This is an optimization exercise on Yosys and OpenROAD, whose aim is small area, a short achievable clock period and few clock cycles per item, not a production implementation. Power and IR drop assume default switching activity.

## lane 1
==> flow/design.v (excerpt) <==
module DSP_CONV1D #(
    parameter AXI_DATA_WIDTH = 32,
    parameter AXI_ADDR_WIDTH = 5,  
    parameter DSP_DATA_WIDTH = 32,
    parameter MAX_CONV_LEN = 256,
    parameter MAX_KERNEL_LEN = 32
)(
    input  s_axi_clk,
    input  s_axi_resetn,  
    input  [AXI_ADDR_WIDTH-1:0] s_axi_awaddr,
    input  s_axi_awvalid,
    output reg s_axi_awready,
    input  [AXI_DATA_WIDTH-1:0] s_axi_wdata,
    input  [AXI_DATA_WIDTH/8-1:0] s_axi_wstrb,
    input  s_axi_wvalid,
    output reg s_axi_wready,
    output reg  s_axi_bvalid,
    input  s_axi_bready,
    output reg [1:0] s_axi_bresp,
    input  [AXI_ADDR_WIDTH-1:0] s_axi_araddr,
    input  s_axi_arvalid,
    output reg s_axi_arready,
    output reg [AXI_DATA_WIDTH-1:0] s_axi_rdata,
    output reg [1:0] s_axi_rresp,
    output reg s_axi_rvalid,
    input  s_axi_rready,
    output interrupt_o,
    output reg [DSP_DATA_WIDTH-1:0] dsp_mem_addr_o,
    input  [DSP_DATA_WIDTH-1:0] dsp_mem_rdata_i,
    output reg dsp_mem_req_o,
    input  dsp_mem_ack_i,
    output reg dsp_mem_we_o,
    output reg [DSP_DATA_WIDTH-1:0] dsp_mem_wdata_o
);
Size in the first run: roughly 1800 flip-flops, about 190 I/O pins, roughly 0.088 mm2 of cells after synthesis.
Settings: LEC_CHECK=0, ABC_CLOCK_PERIOD_IN_PS=3000, CAP_MARGIN=20, CORE_MARGIN=2, CORE_UTILIZATION=40, SLEW_MARGIN=20; clock period 9.0 ns.
standard.sh (not shown) runs the stock make flow with config.mk's settings and CLKGATE_MAP_FILE= SYNTH_SCRIPT=/design/flow/synth_recipe.tcl, a recipe that flattens the netlist after the stock synthesis.
==> flow/flow/run.sh <==
#!/bin/bash
set -euo pipefail
bash standard.sh SETUP_SLACK_MARGIN=5.8 "BUFFER_PORTS_ARGS=-buffer_cell sky130_fd_sc_hd__buf_4" finish > standard_finish.log 2>&1
Relative to lane 1, the following input files were edited for lane 2:
--- a/flow/design.v
+++ b/flow/design.v
@@ -351,27 +351,27 @@
                 end
             endcase
         end
     end
     wire m_free = !dsp_mem_req_o || dsp_mem_ack_i;
     reg  kq_room_q;        
     assign want_r = r_act && ((r_ph == 2'd2) ? (f_roomy_q || f_pop) : (kq_room_q && !r_kfake));
     wire r_poss = r_act && ((r_ph == 2'd2) ? f_roomy_q : (kq_room_q && !r_kfake));
     wire wsel = wq_ne_q && (!r_poss || wq_cnt >= WQD - 1);
     assign do_w = m_free && wsel;
     assign do_r = m_free && !wsel && want_r;
     reg [8:0]  w_idx;      
-    wire [31:0] rbase   = (r_ph != 2'd2) ? kernel_addr_r : data_in_addr_r;
-    wire [8:0]  ridx    = (r_ph != 2'd2) ? {3'b0, r_kidx} : rx_idx;
-    wire [31:0] raddr_w = rbase + {23'd0, ridx};
+    wire [31:0] kaddr_w = kernel_addr_r + {26'd0, r_kidx};
+    wire [31:0] xaddr_w = data_in_addr_r + {23'd0, rx_idx};
+    wire [31:0] raddr_w = (r_ph != 2'd2) ? kaddr_w : xaddr_w;
     wire [31:0] waddr_w = data_out_addr_r + {23'd0, w_idx};
     wire [31:0] addr_nx = wsel ? waddr_w : raddr_w;
     always @(posedge s_axi_clk or negedge s_axi_resetn) begin
         if (!s_axi_resetn) begin
             dsp_mem_req_o <= 1'b0;
             dsp_mem_we_o  <= 1'b0;
         end else if (m_free) begin
             dsp_mem_req_o <= wq_ne_q || want_r;
             dsp_mem_we_o  <= wsel;
         end
     end
     always @(posedge s_axi_clk) begin
### Flow results
- Lane 2 against lane 1: share of total power in sequential cells increased by 0.6 points relative to the old numbers, clock network power share has remained practically unchanged.
- Min setup slack across lane 1 and lane 2: lane 2
- Lane 1 closes out successfully: all stages finished, all timing, DRC and antenna checks passed.
- No stage failed in lane 2, and the final checks on the layout all came back clean.
- Comparing lane 2 with lane 1, the quantity of hold-fixing buffers added after cts came out essentially unchanged.
- Going from lane 1 to lane 2, total wire length went up about 1.4%; final net count went up 25; met1 wire length went up 2.4%; sequential fraction of total cell area held.
- Area of the multi-input gates for lane 2 is higher than for lane 1.
- Higher antenna cell count among lane 1 and lane 2: lane 1
- Compared with lane 1, number of non-clock inverters in the layout in lane 2 increased by a few percent.
No functional check of the RTL was part of any run of this note.

separate check: timing with driven ports:
The results above use ideal ports. As a check the final layouts listed here were re-extracted and re-timed, cells and wires unchanged.
Step 1, drivers: a clkbuf_16 drives s_axi_clk and a buf_2 each remaining input, both assumed.
Step 2 times the ports against the registers' clock, not the clock port: input delays grow and output delays shrink by t, the midpoint of the rising clock arrivals with the driver on.
Three values: ideal, step 1, step 2; two values: the first two.
run | t, ns | slack for setup (ns) | hold slack, ns | slew at the worst register clock pin (ns) | pins driven straight from the clock port
lane 1 | 0.911 | 5.669 / 5.579 / 5.018 | 0.374 / 0.374 / 0.374 | 0.07 / 0.07 | 1
lane 2 | 0.922 | 5.611 / 5.518 / 5.069 | 0.355 / 0.355 / 0.355 | 0.07 / 0.07 | 1
After both steps every run listed still meets setup and hold. The setup slack of lane 1, which loses most, moves by -0.090 ns with the drivers and by -0.651 ns with both steps.
